This design comes from an exercise in tuning for small area and a short achievable clock period on the open sky130 flow, not from production work. Only simulation tests tie the RTL to the original design; equivalence was not proved. Power figures rest on the tool's default switching activity, not on a simulated workload.

File: config.mk
export PLATFORM = sky130hd
export DESIGN_NAME = cpu
export DESIGN_NICKNAME = cpu
export VERILOG_FILES = /design/flow/design.v
export SDC_FILE = /design/flow/constraint.sdc
export NUM_CORES = 4
export LEC_CHECK = 0
export CAP_MARGIN = 20
export CORE_MARGIN = 2
export CORE_UTILIZATION = 40
export SLEW_MARGIN = 20
File: run.sh
#!/bin/bash
# synth_recipe.tcl (not shown) runs the flow's synth.tcl, then flattens the netlist and writes it again
# the make line also repeats each setting of config.mk as NAME=value (left out here)
make -C /OpenROAD-flow-scripts/flow DESIGN_CONFIG=/design/flow/config.mk WORK_HOME=/design/flow/orfs CLKGATE_MAP_FILE= SYNTH_SCRIPT=/design/flow/synth_recipe.tcl finish
File: constraint.sdc
create_clock -name core_clock -period 11.0 [get_ports {clk}]
set_input_delay 2.2000 -clock core_clock [delete_from_list [all_inputs] [get_ports {clk}]]
set_output_delay 2.2000 -clock core_clock [all_outputs]
set_load 0.01 [all_outputs]
File: design.v
`timescale 1ns / 1ps
module TwoToOneMux(a,b,sel_mux,out);
    input logic sel_mux;
    input logic [15:0] a;
    input logic [15:0] b;
    output logic [15:0] out;
    always_comb begin 
        case (sel_mux)
             1'b0 : out = a;
             1'b1 : out = b;
        endcase 
    end
endmodule
`timescale 1ns / 1ps
module alu(a, b, s, f, take_branch, ovf);
    input logic[15:0] a, b;
    input logic[3:0] s;
    output logic take_branch, ovf;
    output logic[15:0] f;
    always_comb begin
        case(s)
            4'b0000: begin
                f = a + b;
                ovf = (a[15] == b[15] && f[15] != a[15]);
                take_branch = 0;
            end
            4'b0001: begin
                f = ~b;
                ovf = 0;
                take_branch = 0;
            end
            4'b0010: begin
                f = a & b;
                ovf = 0;
                take_branch = 0;
            end                
            4'b0011: begin
                f = a | b;
                ovf = 0;
                take_branch = 0;
            end
            4'b0100: begin
                f = $signed (a) >>> b;
                ovf = 0;
                take_branch = 0;
            end
            4'b0101: begin
                f = a << b;
                ovf = 0;
                take_branch = 0;
            end 
            4'b0110: begin
                f = 0;
                ovf = 0;
                take_branch = (a == 0);
            end 
            4'b0111: begin
                f = 0;
                ovf = 0;
                take_branch = (a != 0);
            end  
            4'b1000: begin
                f = a ^ b;
                ovf = 0;
                take_branch = 0;
            end  
            default: begin
                f = 0;
                ovf = 0;
                take_branch = 0; 
            end
        endcase
    end
endmodule
`timescale 1ns / 1ps
module instruction_decoder(rs1, rs2, rd, immediate, nzimm, offset, opcode, RegWrite, RegDst, instr_i, ALUSrc1, ALUSrc2, ALUOp, MemWrite, MemToReg, Regsrc);
    input logic [2:0] rs1, rs2, rd;
    input logic [6:0] immediate;
    input logic [5:0] nzimm;
    input logic [8:0] offset;
    input logic [3:0] opcode;
    output logic RegWrite, RegDst, ALUSrc1, ALUSrc2, MemWrite, MemToReg, Regsrc;
    output logic [15:0] instr_i;
    output logic [3:0] ALUOp;
    always_comb begin
        case(opcode)
            4'b0000: begin  
                RegWrite = 1;
                RegDst = 1;
                instr_i = {{9{immediate[6]}}, immediate[6:0]};
                ALUSrc1 = 0;
                ALUSrc2 = 1;
                ALUOp = 4'b0000;
                MemWrite = 0;
                MemToReg = 1;
                Regsrc = 0;
            end
            4'b0001: begin  
                RegWrite = 0;
                RegDst = 0;
                instr_i = {{9{immediate[6]}}, immediate[6:0]};
                ALUSrc1 = 0;
                ALUSrc2 = 1;
                ALUOp = 4'b0000;
                MemWrite = 1;
                MemToReg = 0;
                Regsrc = 0;
            end 
            4'b0010: begin  
                RegWrite = 1;
                RegDst = 1;
                instr_i = 16'h0000;
                ALUSrc1 = 0;
                ALUSrc2 = 0;
                ALUOp = 4'b0000;
                MemWrite = 0;
                MemToReg = 0;
                Regsrc = 1;
            end                
            4'b0011: begin  
                RegWrite = 1;
                RegDst = 1;
                instr_i = {{10{nzimm[5]}}, nzimm};
                ALUSrc1 = 0;
                ALUSrc2 = 1;
                ALUOp = 4'b0000;
                MemWrite = 0;
                MemToReg = 0;
                Regsrc = 1; 
            end
            4'b0100: begin  
                RegWrite = 1;
                RegDst = 1;
                instr_i = 16'h0000;
                ALUSrc1 = 0;
                ALUSrc2 = 0;
                ALUOp = 4'b0010;
                MemWrite = 0;
                MemToReg = 0;
                Regsrc = 1; 
            end
            4'b0101: begin  
                RegWrite = 1;
                RegDst = 1;
                instr_i = {{9{immediate[6]}}, immediate[6:0]};
                ALUSrc1 = 0;
                ALUSrc2 = 1;
                ALUOp = 4'b0010;
                MemWrite = 0;
                MemToReg = 0;
                Regsrc = 1; 
            end 
            4'b0110: begin  
                RegWrite = 1;
                RegDst = 1;
                instr_i = 16'h0000; 
                ALUSrc1 = 0;
                ALUSrc2 = 0;
                ALUOp = 4'b0011; 
                MemWrite = 0;
                MemToReg = 0;
                Regsrc = 1;  
            end 
            4'b0111: begin  
                RegWrite = 1;
                RegDst = 1;
                instr_i = 16'h0000;
                ALUSrc1 = 0;
                ALUSrc2 = 0;
                ALUOp = 4'b1000; 
                MemWrite = 0;
                MemToReg = 0;
                Regsrc = 1;  
            end  
            4'b1000: begin  
                RegWrite = 1;
                RegDst = 1;
                instr_i = {{10{nzimm[5]}}, nzimm}; 
                ALUSrc1 = 0;
                ALUSrc2 = 1;
                ALUOp = 4'b0100; 
                MemWrite = 0;
                MemToReg = 0;
                Regsrc = 1;  
            end  
            4'b1001: begin  
                RegWrite = 1;
                RegDst = 1;
                instr_i = {{10{nzimm[5]}}, nzimm};
                ALUSrc1 = 0;
                ALUSrc2 = 1;
                ALUOp = 4'b0101;
                MemWrite = 0;
                MemToReg = 0;
                Regsrc = 1;  
            end  
            4'b1010: begin  
                RegWrite = 0;
                RegDst = 0;
                instr_i = {{7{offset[8]}}, offset}; 
                ALUSrc1 = 0;
                ALUSrc2 = 0;
                ALUOp = 4'b0110; 
                MemWrite = 0;
                MemToReg = 0;
                Regsrc = 0;  
            end  
            4'b1011: begin  
                RegWrite = 0;
                RegDst = 0;
                instr_i = {{7{offset[8]}}, offset}; 
                ALUSrc1 = 0; 
                ALUSrc2 = 0;
                ALUOp = 4'b0111; 
                MemWrite = 0;
                MemToReg = 0;
                Regsrc = 0;  
            end              
            default: begin
                RegWrite = 0;
                RegDst = 0;
                instr_i = 16'h0000;
                ALUSrc1 = 0;
                ALUSrc2 = 0;
                ALUOp = 4'b0000;
                MemWrite = 0;
                MemToReg = 0;
                Regsrc = 0;
            end
        endcase
    end
endmodule
`timescale 1ns / 1ps
module mapper(instruction, rs1, rs2, rd, immediate, nzimm, offset, opcode);
	input [15:0] instruction;
	output logic [2:0] rs1, rs2, rd;
	output logic [6:0] immediate;
	output logic [5:0] nzimm;
	output logic [8:0] offset;
	output logic [3:0] opcode;
  	always_comb begin
		nzimm = 0;
		offset = 0;
		immediate = 0;
		rs1 = 0;
		rs2 = 0;
		rd = 0;
		opcode = 4'b1111;  
		case(instruction[15:13])
			3'b110: begin 
				case(instruction[1:0])
					2'b00: begin  
						immediate = {instruction[5], instruction[12], instruction[11:10], instruction[6], 2'b00};
						rs1 = instruction[9:7];
						rs2 = instruction[4:2];
						opcode = 4'b0001;
					end
					2'b01: begin  
						offset = {instruction[12], instruction[12], instruction[6:5], instruction[2], instruction[11:10], instruction[4:3]};
						rs1 = instruction[9:7];
						opcode = 4'b1010;
					end
					default: ;
				endcase
			end
			3'b010: begin  
				immediate = {instruction[5], instruction[12], instruction[11:10], instruction[6], 2'b00};
				rs1 = instruction[9:7];
				rd = instruction[4:2];
				opcode = 4'b0000;
			end
			3'b100: begin
				case(instruction[11:10])
					2'b01: begin
						case(instruction[1:0])
							2'b10: begin  
								rd = instruction[9:7];
								rs2 = instruction[4:2];
								opcode = 4'b0010;
							end
							2'b01: begin  
								nzimm  = {instruction[12], instruction[6:5], instruction[4:2]};
								rd = instruction[9:7];
								rs1 = instruction[9:7];
								opcode = 4'b1000;
							end
							default: ;
						endcase
					end
					2'b11: begin
						case(instruction[6:5])
							2'b11: begin  
								rs1 = instruction[9:7];
								rd = instruction[9:7];
								rs2 = instruction[4:2];
								opcode = 4'b0100;
							end
							2'b10: begin  
								rs1 = instruction[9:7];
								rd = instruction[9:7];
								rs2 = instruction[4:2];
								opcode = 4'b0110;
							end
							2'b01: begin  
								rs1 = instruction[9:7];
								rd = instruction[9:7];
								rs2 = instruction[4:2];
								opcode = 4'b0111;
							end
							default: ;
						endcase
					end
					2'b10: begin  
						immediate = {1'b0, instruction[12], instruction[6:5], instruction[4:2]};
						rs1 = instruction[9:7];
						rd = instruction[9:7];
						opcode = 4'b0101;
					end
					default: ;
				endcase
			end
			3'b000: begin
				case(instruction[1:0])
					2'b01: begin  
						nzimm = {instruction[12], instruction[6:5], instruction[4:2]};
						rs1 = instruction[9:7];
						rd = instruction[9:7];
						opcode = 4'b0011;
					end
					2'b10: begin  
						nzimm = {instruction[12], instruction[6:5], instruction[4:2]};
						rd = instruction[9:7];
						opcode = 4'b1001;
					end
					default: ;
				endcase
			end
			3'b111: begin  
				offset = {instruction[12], instruction[12], instruction[6:5], instruction[2], instruction[11:10], instruction[4:3]};
				rs1 = instruction[9:7];
				opcode = 4'b1011;
			end
			default: ;
		endcase
    end
endmodule
`timescale 1ns / 1ps
module program_counter(clk, rst, pc, take_branch, offset);
    input logic clk, rst, take_branch;
    input logic signed [8:0] offset;
    output logic [8:0] pc;
    always_ff @(posedge clk or posedge rst) begin
        if (rst)
            pc <= 9'b0;  
        else if (take_branch)
            pc <= pc + offset;  
        else
            pc <= pc + 1;  
    end
endmodule
`timescale 1ns / 1ps
module regfile(rst, clk, wr_en, rd0_addr, rd1_addr, wr_addr, wr_data, rd0_data, rd1_data);
    input logic rst, clk, wr_en;
    input logic [2:0] rd0_addr;
    input logic [2:0] rd1_addr;
    input logic [2:0] wr_addr;
    input logic [15:0] wr_data;
    output logic [15:0] rd1_data;
    output logic [15:0] rd0_data;
    logic [15:0] REG [0:7];
    always_comb begin
        rd0_data = REG[rd0_addr];
        rd1_data = REG[rd1_addr];
    end
    always_ff @(posedge clk or posedge rst) begin
        if (rst == 1'b1) begin 
            for (int i = 0; i < 8; i = i + 1) 
                REG[i] <= 16'b0;
        end 
        else if (wr_en == 1) begin
            REG[wr_addr] <= wr_data;
        end
    end 
endmodule
`timescale 1ns / 1ps
module cpu(clk, reset, pc_out, alu_out, instruction, DataMemOut, MemWrite, MemWriteData);
    input logic clk;    
    input logic reset;   
    output logic [8:0] pc_out;
    output logic [15:0] alu_out;
    input logic [15:0] instruction;    
    input logic [15:0] DataMemOut;     
    output logic MemWrite;             
    output logic [15:0] MemWriteData;  
    logic [15:0] alu_input1, alu_input2, alu_input2_instr_src;
    logic [3:0] ALUOp;
    logic RegWrite;
    logic alu_ovf_flag, alu_take_branch;
    logic [2:0] regfile_ReadAddress1;
    logic [2:0] regfile_ReadAddress2;
    logic [2:0] regfile_WriteAddress;
    logic [15:0] regfile_ReadAddress1_full, regfile_WriteAddress_full;
    logic [15:0] regfile_WriteData;
    logic [15:0] regfile_ReadData1;
    logic [15:0] regfile_ReadData2;
    logic ALUSrc1, ALUSrc2;
    logic [15:0] zero_register;
    logic Regdst, Regsrc;
    logic [2:0] rs1, rs2, rd;
    logic [6:0] immediate;
    logic [8:0] offset;
    logic [3:0] opcode;
    logic [5:0] nzimm;
    logic MemToReg;
    assign zero_register = 16'h0000;
    program_counter prog_count(
        .clk(clk),
        .rst(reset),
        .pc(pc_out),
        .take_branch(alu_take_branch),
        .offset(offset)
    );
    mapper map_inst(
        .instruction(instruction),
        .rs1(rs1),
        .rs2(rs2),
        .rd(rd),
        .immediate(immediate),
        .nzimm(nzimm),
        .offset(offset),
        .opcode(opcode)
    );
    instruction_decoder inst_dec(
        .rs1(rs1),
        .rs2(rs2),
        .rd(rd),
        .nzimm(nzimm),
        .opcode(opcode),
        .immediate(immediate),
        .offset(offset),
        .RegWrite(RegWrite),
        .RegDst(Regdst),
        .ALUSrc1(ALUSrc1),
        .ALUSrc2(ALUSrc2),
        .MemWrite(MemWrite),
        .MemToReg(MemToReg),
        .Regsrc(Regsrc),
        .instr_i(alu_input2_instr_src),
        .ALUOp(ALUOp)
    );
    regfile reg1(
        .rst(reset),
        .clk(clk),
        .wr_en(RegWrite),
        .rd0_addr(regfile_ReadAddress1),
        .rd1_addr(regfile_ReadAddress2),
        .wr_addr(regfile_WriteAddress),
        .wr_data(regfile_WriteData),
        .rd0_data(regfile_ReadData1),
        .rd1_data(regfile_ReadData2)
    );
    TwoToOneMux mux1(.a(regfile_ReadData1), .b(zero_register), .sel_mux(ALUSrc1), .out(alu_input1));
    TwoToOneMux mux2(.a(regfile_ReadData2), .b(alu_input2_instr_src), .sel_mux(ALUSrc2), .out(alu_input2));
    TwoToOneMux mux3(.a(alu_out), .b(DataMemOut), .sel_mux(MemToReg), .out(regfile_WriteData));
    TwoToOneMux mux4(.a({13'b0, rs1}), .b({13'b0, rd}), .sel_mux(Regsrc), .out(regfile_ReadAddress1_full));
    TwoToOneMux mux5(.a({13'b0, rs2}), .b({13'b0, rd}), .sel_mux(Regdst), .out(regfile_WriteAddress_full));
    assign regfile_ReadAddress1 = regfile_ReadAddress1_full[2:0];
    assign regfile_WriteAddress = regfile_WriteAddress_full[2:0];
    assign regfile_ReadAddress2 = rs2;
    alu sixteenbit_alu(
        .s(ALUOp),
        .a(alu_input1),
        .b(alu_input2),
        .f(alu_out),
        .ovf(alu_ovf_flag),
        .take_branch(alu_take_branch)
    );
    assign MemWriteData = regfile_ReadData2;
endmodule
==> results of run 1 <==
==> cells in the mapped netlist (all sizes together) (5+ instances only) <==
cell type | instances | area share, %
a21boi | 5 | 0.34
nor2b | 8 | 0.37
inv | 59 | 1.7
buf | 36 | 1.4
a221oi | 32 | 2.1
a32oi | 13 | 0.85
nand4 | 22 | 1.1
nand2 | 182 | 5.1
ha | 45 | 4.2
mux2 | 88 | 7.4
o31ai | 28 | 1.6
clkbuf | 71 | 2.0
a31oi | 21 | 1.2
xnor2 | 17 | 1.3
dfrtp | 137 | 26
nand2b | 16 | 0.75
nor3b | 7 | 0.43
o21a | 7 | 0.39
or3 | 10 | 0.47
or2 | 7 | 0.33
a22o | 15 | 0.98
a311oi | 9 | 0.59
nor3 | 40 | 1.5
nand3b | 6 | 0.34
o32a | 5 | 0.37
o21ai | 118 | 4.4
o211ai | 21 | 1.2
o221ai | 6 | 0.39
o32ai | 5 | 0.38
a22oi | 6 | 0.37
nor2 | 164 | 4.6
a21o | 12 | 0.67
o2111ai | 6 | 0.39
a211oi | 22 | 1.3
a2111oi | 13 | 0.85
o22a | 5 | 0.33
nand3 | 76 | 2.8
o21bai | 10 | 0.56
and3 | 26 | 1.2
a2bb2oi | 6 | 0.39
mux2i | 74 | 5.5
o22ai | 17 | 0.79
a21oi | 108 | 4.1
and2 | 15 | 0.70
a221o | 10 | 0.75
==> logic make-up after synthesis <==
family | Yosys count | share of synthesized area, %
AND/OR/NAND/NOR | 596 | 20.9
AO/OA/AOI/OAI | 546 | 28.7
buffers and inverters | 169 | 5.18
multiplexers | 165 | 13.4
flip-flops | 137 | 25.6
adder cells (fa/ha/maj) | 48 | 4.58
XOR/XNOR | 20 | 1.51
==> worst max path at each step <==
stage / from / end / slack (ns) / depth (start not counted)
6_report: instruction[1] / alu_out[12] / 0.25 / 26
3_5_place_dp: instruction[10] / alu_out[15] / 0.02 / 25
2_1_floorplan: instruction[5] / alu_out[11] / 0.93 / 24
5_1_grt: instruction[1] / alu_out[12] / 0.02 / 25
4_1_cts: instruction[1] / alu_out[15] / 0.03 / 27
3_3_place_gp: instruction[10] / alu_out[15] / 0.08 / 25
==> power by group <==
part / internal (mW) / switching [mW]
registers: 0.683 / 0.228
logic: 1.03 / 1.65
clock network: 0.294 / 0.254
total: 2.00 / 2.13
==> cell type report <==
| cell class | count | area, um^2 |
|---|---|---|
| fillers | 3268 | 16600 |
| multi-input cells | 1375 | 9410 |
| flip-flops and latches | 137 | 3430 |
| repair buffers | 229 | 1980 |
| well taps | 442 | 553 |
| clock buffers | 19 | 433 |
| inverters | 62 | 238 |
| clock inverters | 13 | 110 |
==> flip-flops by register name, summed over array words and instances, names as in the netlist <==
name / flops
prog_count.pc: 9
reg1.REG: 128
==> per-layer routing <==
metal | global-route usage [%] | vias up | share of wire [%]
met5 | 0 | - | 0
met4 | 19.9 | 0 | 5.8
met3 | 5.95 | 232 | 8.3
met2 | 61.8 | 1043 | 46
met1 | 49.4 | 7513 | 40
li1 | - | 6651 | -
==> per-stage QoR <==
| step | instances | cell area, um^2 | total power [mW] | hold WS (ns) |
|---|---|---|---|---|
| floorplan | 1681 | 13400 | 2.26 | 0.450 |
| global placement | 2244 | 15500 | 3.47 | 0.468 |
| detailed placement | 2244 | 15500 | 3.47 | 0.479 |
| CTS | 2276 | 16000 | 4.03 | 0.494 |
| global route | 2277 | 16100 | 4.31 | 0.509 |
| finish | 2277 | 16100 | 4.13 | 0.496 |
==> critical path: stages <==
cell and delay (ns):
clkdlybuf4s50_1 0.55, inv_1 0.11, ha_2 0.35, nor3_1 0.05, o21ai_0 0.17, buf_4 0.16, nand4_4 0.19, xnor2_4 0.35
buf_12 0.27, mux2i_1 0.18, a221oi_2 0.31, a211oi_2 0.16, ha_1 0.26, buf_4 0.15, fa_1 0.46, a21o_1 0.20
a21oi_1 0.23, o21bai_1 0.09, a21oi_1 0.23, o21bai_1 0.14, a31oi_1 0.28, a211oi_2 0.13, a221o_1 0.39, a311oi_1 0.33
nand2_1 0.09, clkdlybuf4s50_1 0.50
==> timing repair <==
action                                  in CTS  in global routing
gates resized for setup                      2                 21
pin swaps                                    1                  1
endpoints found under the setup margin       1                  7
==> key figures, run 1 <==
Floorplan
  – Boundary pin count: 76
  – DIE AREA: approximately 35000 um^2
  – Core area: 32800 um^2
  – FP Rows: 66
  – Initial Utilization: 40.8%
  – Die H: 187 um
  – Die W: about 190 um

STA
  – Final Max Tran Viols: 0
  – Final Hold Fails: 0
  – Tmin final: 10.75 ns
  – Final setup TNS: 0 ns
  – Final Cycle Share: 97.7%
  – RSZ-0062 raised after global routing: false
  – Setup-failing EPs final: 0
  – Worst-Margin Slew: 1.11 ns
  – Clk_skew: between 0.01 and 0.015 ns
  – Fmax: 93.1 MHz
  – Slew margin rel.: 25.9%
  – Final worst slack: 0.254 ns

Setup path
  – CP endpoint kind: output pin
  – Worst EP required: roughly 9 ns
  – Crit Path Max Fanout: 33
  – Setup CP Type: primary input to output pin
  – Element type at the critical path start: primary input
  – Arrival time at the worst endpoint: 8.55 ns
  – Register-to-register setup slack: 4.97 ns
  – Worst r2r src: reg1.REG[7][0]
  – Worst reg2reg path endpoint: reg1.REG[6][15]
  – Path depth of the worst reg2reg path: 25

Detailed routing
  – Vias per inst: 6.78
  – WL per Instance: 30.0 um
  – Drt drc: 0
  – Iter 0 DRT Violations: 1804
  – Final wirelength: around 70000 um
  – Via count: between 15000 and 20000
  – DRT Pass-1 Iters: 7
  – Final antenna-violating net count: 0

Yosys
  – Sequential area share after synthesis: 25.6%
  – Mapped cell area: 13400 um^2
  – Yosys reg bits: 137
  – Post-synth EDFFs: 0
  – Ys async rst share: 100%
  – Synth Flop Type: dfrtp_1
  – Synth Instances: 1681
  – Unique masters post-synth: between 100 and 150
  – Post-synth net total: 1762
  – Synthesis Warnings: 7
  – Avg Cell Area, Syn: 7.96 um^2

Layout
  – Commonest non-fill, non-tap cell in the layout: nand2_1
  – Utilization after layout: approximately half
  – Final antenna diode count: 0
  – Post-layout net count: 1903
  – P&R area growth vs syn: 20.7%
  – Ratio of cells with drive above 1 in the final layout: ~18%
  – Most frequent cells in the layout: 181 x nand2_1, 162 x nor2_1, 146 x buf_4

Pwr
  – Worst vdd ir: 160 uV
  – PD cells: 256 nW/um^2
  – Leak: 6.91 nW

Clock network
  – H-tree depth: 4
  – CTS tree: yes
  – Total CTS buffers: 17
  – Setup Fix Bufs, Post-CTS: 0
  – Clock transition at the registers of the reported paths: about 0.060 ns
  – Root Driver: clkbuf_16
  – # hold bufs at CTS: 0
  – Clk buf depth: 2
  – Clk sinks: 137
  – Worst skew pair latency: 0.45 ns

Worst hold path
  – Tightest Hold Check Type: flop to flop
  – Hold Path Origin: reg1.REG[4][15]
  – Hold-critical path endpoint: reg1.REG[4][15]
  – Hold depth: 2

Status
  – Outcome: timing/DRC/antenna clean

Placement
  – Final Wtd Congestion: 1.04
  – Port bufs: between 70 and 80
  – DP Wirelength: 53100 um
  – Pre-CTS setup slack: 0.0193 ns

GRT
  – Pin count of the biggest net entering global routing: 73
  – Vias in the first global route: around 15000
  – GRT overflow: 0
  – First-pass GRT wire length: 99400 um
  – Initial antenna violation count: 0
  – Total GRT Usage: 38.2%

Job
  – MaxCap Viol Count: 0
==> inputs of run 2 (changes only) <==
==> design.v (replaced) <==
`timescale 1ns / 1ps
module cpu(clk, reset, pc_out, alu_out, instruction, DataMemOut, MemWrite, MemWriteData);
    input  logic        clk;
    input  logic        reset;
    output logic [8:0]  pc_out;
    output logic [15:0] alu_out;
    input  logic [15:0] instruction;
    input  logic [15:0] DataMemOut;
    output logic        MemWrite;
    output logic [15:0] MemWriteData;
    logic [15:0] i;
    assign i = instruction;
    logic op000, op010, op100, op110, op111;
    logic is_lw, is_sw, is_beqz, is_bnez, is_add, is_srai, is_and, is_or, is_xor;
    logic is_andi, is_addi, is_slli, is_nop;
    assign op000 = i[15:13] == 3'b000;
    assign op010 = i[15:13] == 3'b010;
    assign op100 = i[15:13] == 3'b100;
    assign op110 = i[15:13] == 3'b110;
    assign op111 = i[15:13] == 3'b111;
    assign is_lw   = op010;
    assign is_sw   = op110 & (i[1:0] == 2'b00);
    assign is_beqz = op110 & (i[1:0] == 2'b01);
    assign is_bnez = op111;
    assign is_add  = op100 & (i[11:10] == 2'b01) & (i[1:0] == 2'b10);
    assign is_srai = op100 & (i[11:10] == 2'b01) & (i[1:0] == 2'b01);
    assign is_and  = op100 & (i[11:10] == 2'b11) & (i[6:5] == 2'b11);
    assign is_or   = op100 & (i[11:10] == 2'b11) & (i[6:5] == 2'b10);
    assign is_xor  = op100 & (i[11:10] == 2'b11) & (i[6:5] == 2'b01);
    assign is_andi = op100 & (i[11:10] == 2'b10);
    assign is_addi = op000 & (i[1:0] == 2'b01);
    assign is_slli = op000 & (i[1:0] == 2'b10);
    assign is_nop  = ~(is_lw | is_sw | is_beqz | is_bnez | is_add | is_srai | is_and |
                       is_or | is_xor | is_andi | is_addi | is_slli);
    logic [15:0] R [0:7];
    logic [15:0] A, B;
    assign A = R[i[9:7]];
    assign B = R[i[4:2]];
    logic [15:0] imm, bop;
    always_comb begin
        if (is_lw | is_sw)
            imm = {{9{i[5]}}, i[5], i[12], i[11:10], i[6], 2'b00};
        else if (is_andi)
            imm = {10'b0, i[12], i[6:5], i[4:2]};
        else
            imm = {{10{i[12]}}, i[12], i[6:5], i[4:2]};
    end
    assign bop = (is_add | is_and | is_or | is_xor) ? B : imm;
    logic [15:0] sum, andr, orr, xorr;
    assign sum  = A + bop;
    assign andr = A & bop;
    assign orr  = A | bop;
    assign xorr = A ^ bop;
    logic [15:0] arev, sx, shr, shrrev;
    logic        fill, big;
    always_comb for (int k = 0; k < 16; k++) arev[k] = A[15-k];
    assign sx   = is_slli ? arev : A;
    assign fill = is_srai & A[15];
    assign shr  = 16'({{16{fill}}, sx} >> i[5:2]);
    always_comb for (int k = 0; k < 16; k++) shrrev[k] = shr[15-k];
    assign big  = i[12] | i[6];
    always_comb begin
        alu_out = 16'b0;
        if (is_lw | is_sw | is_add | is_addi) alu_out = sum;
        if (is_and | is_andi) alu_out = andr;
        if (is_or)  alu_out = orr;
        if (is_xor) alu_out = xorr;
        if (is_srai) alu_out = big ? {16{A[15]}} : shr;
        if (is_slli) alu_out = big ? 16'b0 : shrrev;
        if (is_nop) alu_out = {R[0][14:0], 1'b0};
    end
    logic        we;
    logic [2:0]  wa;
    logic [15:0] wd;
    assign we = is_lw | is_add | is_addi | is_and | is_andi | is_or | is_xor | is_srai | is_slli;
    assign wa = is_lw ? i[4:2] : i[9:7];
    assign wd = is_lw ? DataMemOut : alu_out;
    always_ff @(posedge clk or posedge reset) begin
        if (reset) begin
            for (int k = 0; k < 8; k++) R[k] <= 16'b0;
        end else if (we) begin
            R[wa] <= wd;
        end
    end
    logic       take;
    logic [8:0] off;
    assign off  = {i[12], i[12], i[6:5], i[2], i[11:10], i[4:3]};
    assign take = (is_beqz & (A == 16'b0)) | (is_bnez & (A != 16'b0));
    always_ff @(posedge clk or posedge reset) begin
        if (reset)
            pc_out <= 9'b0;
        else
            pc_out <= pc_out + (take ? off : 9'd1);
    end
    assign MemWrite     = is_sw;
    assign MemWriteData = B;
endmodule
==> run 2 against run 1 <==
Compared with the run above: utilization decreased by 2.5 points; global-route usage decreased by 1.7 points; sequential share of layout area increased by 3.5 points; register-to-register slack improved by 0.85 ns; sequential power decreased by 3.7%; via count decreased by 15%; clock power increased by 8.8%; critical path type unchanged; largest cell class unchanged.
==> key figures, run 2 <==
Status
  – Outcome: timing/DRC/antenna clean

Placement
  – Dpl cells: 1934 (-14%)
  – Cell area after placement: 13300 um^2 (-14%)
  – Final Wtd Congestion: 1.04 (-0.20%)
  – Port bufs: 75 (unchanged)
  – DP Wirelength: 43000 um (-19%)

Yosys
  – Synth Flop Type: dfrtp_1
  – Ys async rst share: 100% (unchanged)
  – Mapped cell area: 12000 um^2 (-10%)
  – Unique masters post-synth: 92 (-9.8%)
  – Cell taking the most area after synthesis: dfrtp_1
  – Post-synth net total: 1591 (-9.7%)
  – Synth Instances: 1514 (-9.9%)
  – Post-synth top area share: 28.5% (+2.9 points)
  – Avg Cell Area, Syn: 7.94 um^2 (-0.27%)
  – Count leader, synth: nand2_1
  – Synth top cells by count: 182 x nand2_1, 153 x nor2_1, 150 x o21ai_0, 137 x dfrtp_1, 81 x a21oi_1
  – Yosys reg bits: 137 (unchanged)
  – Dominant cells by area after synthesis: dfrtp_1 29%, o21ai_0 6.2%, nand2_1 5.7%
  – Sequential area share after synthesis: 28.5% (+2.9 points)
  – Synthesis Warnings: 2 (-5)
  – Post-synth EDFFs: 0 (unchanged)

STA
  – Fmax: 98.0 MHz (+5.3%)
  – Final Hold Fails: 0 (unchanged)
  – Slew margin rel.: 25.8% (-0.12 points)
  – Final Max Tran Viols: 0 (unchanged)
  – Tmin final: 10.20 ns (-0.545 ns)
  – Min Hold Slack: 0.502 ns (+0.00576 ns)
  – Final setup TNS: 0 ns (unchanged)
  – Final Cycle Share: 92.7% (-5.0 points)
  – Setup-failing EPs final: 0 (unchanged)
  – Clk_skew: 0.0196 ns (+0.00733 ns)
  – Worst-Margin Slew: 1.11 ns (+0.000660 ns)
  – RSZ-0062 raised after global routing: false

Worst hold path
  – Tightest Hold Check Type: flop to flop
  – Hold depth: 2 (unchanged)

Clock network
  – Root Driver: clkbuf_16
  – CTS tree: yes
  – Clk buf depth: 2 (unchanged)
  – Worst skew pair latency: 0.45 ns (about the same)
  – H-tree depth: 4 (unchanged)
  – # hold bufs at CTS: 0 (unchanged)
  – Setup Fix Bufs, Post-CTS: 0 (unchanged)
  – Resized cells post-CTS: 0 (-2)
  – Total CTS buffers: 17 (unchanged)
  – Clk sinks: 137 (unchanged)
  – Clock transition at the registers of the reported paths: 0.06 ns (about the same)

Detailed routing
  – Met2 WL: 25200 um (-19%)
  – WL met3: 5150 um (-8.9%)
  – Top routing layer in use: met4
  – Post-Route M1 WL: 23500 um (-15%)
  – Final antenna-violating net count: 0 (unchanged)
  – Final wirelength: 57100 um (-16%)
  – DRT Pass-1 Iters: 6 (-1)
  – Iter 0 DRT Violations: 1620 (-10%)
  – Drt drc: 0 (unchanged)
  – Vias per inst: 6.69 (-1.4%)
  – Via count: 13200 (-15%)
  – WL per Instance: 29.0 um (-3.2%)

GRT
  – Pin count of the biggest net entering global routing: 74 (+1.4%)
  – First-pass GRT wire length: 84100 um (-15%)
  – Total GRT Usage: 36.5% (-1.7 points)
  – Initial antenna violation count: 1 (+1)
  – Vias in the first global route: 12600 (-14%)
  – GRT overflow: 0 (unchanged)

Setup path
  – Slowest-stage cell, CP: clkdlybuf4s50_1
  – Slowest cell delay on critical path: 0.98 ns (+0.43 ns)
  – CP most frequent cell: nor2_1
  – Worst EP required: 8.80 ns (about the same)
  – Arrival time at the worst endpoint: 8.00 ns (-0.55 ns)
  – CP endpoint kind: output pin
  – CP bufs+invs: 2 (-4)
  – Path depth of the worst reg2reg path: 16 (-36%)
  – Crit Path Max Fanout: 16 (-52%)
  – Cell depth of the worst setup path: 16 (-38%)
  – CP delay by family, top: compound AO/OA/AOI/OAI gates
  – Critical path, cell by cell: clkdlybuf4s50_1, nor2b_1, a221oi_1, o221a_2, nor2_1, ha_1, nand3_1, nor2_1, a2111oi_0, a21oi_1, mux2i_1, and3_1, o21ai_0, nor2_1, nor2_1, clkdlybuf4s50_1
  – Setup CP Type: primary input to output pin
  – Element type at the critical path start: primary input

Layout
  – Biggest register: R
  – Most frequent cells in the layout: 182 x nand2_1, 152 x nor2_1, 149 x o21ai_0
  – Filler cell count: 3036 (-7.1%)
  – Ratio of cells with drive above 1 in the final layout: 10.7% (-7.7 points)
  – Post-layout net count: 1640 (-14%)
  – Non-Filler Cell Area, Final: 13900 um^2 (-14%)
  – Area of the multi-input gates: 7930 um^2 (-16%)
  – P&R area growth vs syn: 15.2%
  – Register area: 3430 um^2 (unchanged)
  – Regs by FF count: R (128), pc_out (9)
  – Layout Cells excl Fill: 1967 (-14%)
  – Max FFs per register: 128 (unchanged)
  – Commonest non-fill, non-tap cell in the layout: nand2_1
  – Utilization after layout: 46.7% (-2.5 points)

Floorplan
  – Core area: 29600 um^2 (-9.6%)
  – Initial Utilization: 40.6% (-0.26 points)
  – Die H: 177 um (-5.1%)
  – Boundary pin count: 76 (unchanged)
  – DIE AREA: 31500 um^2 (-10%)
  – FP Rows: 63 (-4.5%)
  – Die W: 177 um (-5.1%)

Pwr
  – Leak: 5.68 nW (-18%)
  – PD cells: 194 nW/um^2 (-24%)
  – Worst vdd ir: 129 uV (-20%)

Job
  – MaxCap Viol Count: 0 (unchanged)
[run 2: cell types whose count changed after synthesis, sizes merged, moves of 10 or more]
cell    previous run  this run
nor2             164       153
mux2i             74        58
o221ai             6        16
and3              26         3
a31oi             21        48
o22ai             17        38
a32oi             13         3
o21ai            118       171
a21oi            108        82
nand3             76        14
mux2              88        16
nor3              40        16
nand4             22         7
[run 2: cells by family (layout without fill, tap and decap cells)]
| kind of cell | after synthesis | count (layout) | share of synthesized area (%) |
|---|---|---|---|
| compound gates | 589 | 589 | 33.5 |
| simple gates | 482 | 482 | 18.4 |
| buf+inv | 166 | 228 | 5.69 |
| flops | 137 | 137 | 28.5 |
| mux | 85 | 85 | 8.42 |
| fa+ha+maj | 43 | 43 | 4.60 |
| xor+xnor | 12 | 12 | 0.874 |
| other cells | 0 | 1 | 0 |
[run 2: final cells by class]
type	count	share of cell area, %
Inverter	62	1.72
Clock buffer	21	3.32
Timing Repair Buffer	134	8.47
Sequential cell	137	24.7
Clock inverter	11	0.966
Multi-Input combinational cell	1211	57.2
Antenna cell	1	0.0181
Tap cell	390	3.52
[run 2: path summary, 6_finish.rpt]
check / end / startpoint / slack (ns)
max in group asynchronous: R[4][7] / reset / 7.40
min: R[3][11] / R[3][11] / 0.50
max reg2reg: R[2][15] / R[7][6] / 5.82
max: alu_out[15] / instruction[8] / 0.80
min in group asynchronous: R[2][11] / reset / 2.21
min reg2reg: R[3][11] / R[3][11] / 0.50
[run 2: report_power, final]
part           internal [mW]  switching [mW]  total (mW)
Combinational          0.495           0.719        1.21
Clock                  0.349           0.247       0.596
Sequential             0.685           0.193       0.878
Total                   1.53            1.16        2.69
[run 2: worst reg2reg max path, cell delays in order, from the launching register on]
cell,delay [ns]
dfrtp_1,0.41
mux4_2,0.48
nand2_1,0.08
o21ai_0,0.09
o21ai_0,0.32
nand2_1,0.26
and2_1,0.27
ha_1,0.37
a21oi_1,0.21
nor2_1,0.07
a2111oi_0,0.66
a21oi_1,0.21
mux2i_1,0.18
and3_1,0.21
o21ai_0,0.21
o21ai_1,0.78
a31oi_1,0.20
[run 2: routing by layer]
layer	vias up	global-route usage, %
li1	5772	-
met1	6382	48.5
met2	801	56.0
met3	195	7.35
met4	0	19.5
met5	-	0
[run 2: metrics by stage]
| stage | setup WS, ns | power, mW |
|---|---|---|
| after floorplan | 2.20 | 1.55 |
| after global placement | 1.01 | 2.05 |
| after detailed placement | 1.00 | 2.06 |
| after CTS | 0.987 | 2.66 |
| after global routing | 0.592 | 2.82 |
| final | 0.799 | 2.69 |

-- port drivers added, routing unchanged --
The flow's constraints put no driver on any port. The routed layouts listed below were extracted and timed again, unchanged, in two steps.
Step 1 assumes that a clkbuf_16 drives the clock port and a buf_2 every other input.
Step 2, shift: input delay + t, output delay - t, t = (earliest + latest rising clock arrival at the registers) / 2. This alone moves slack from input paths to output paths.
a / b / c = ideal ports / drivers / drivers and shift; a / b = the first two.
run	shift t [ns]	slack for setup (ns)	latest minus earliest clock arrival (ns)	slew at the worst register clock pin (ns)	pins driven straight from the clock port
run 1	0.501	0.254 / 0.232 / 0.232	0.012 / 0.012	0.07 / 0.07	1
run 2	0.490	0.799 / 0.774 / 0.774	0.019 / 0.020	0.07 / 0.07	1
After both steps every run listed still meets setup and hold. The setup slack of run 2, which loses most, moves by -0.025 ns with the drivers and by -0.025 ns with both steps.
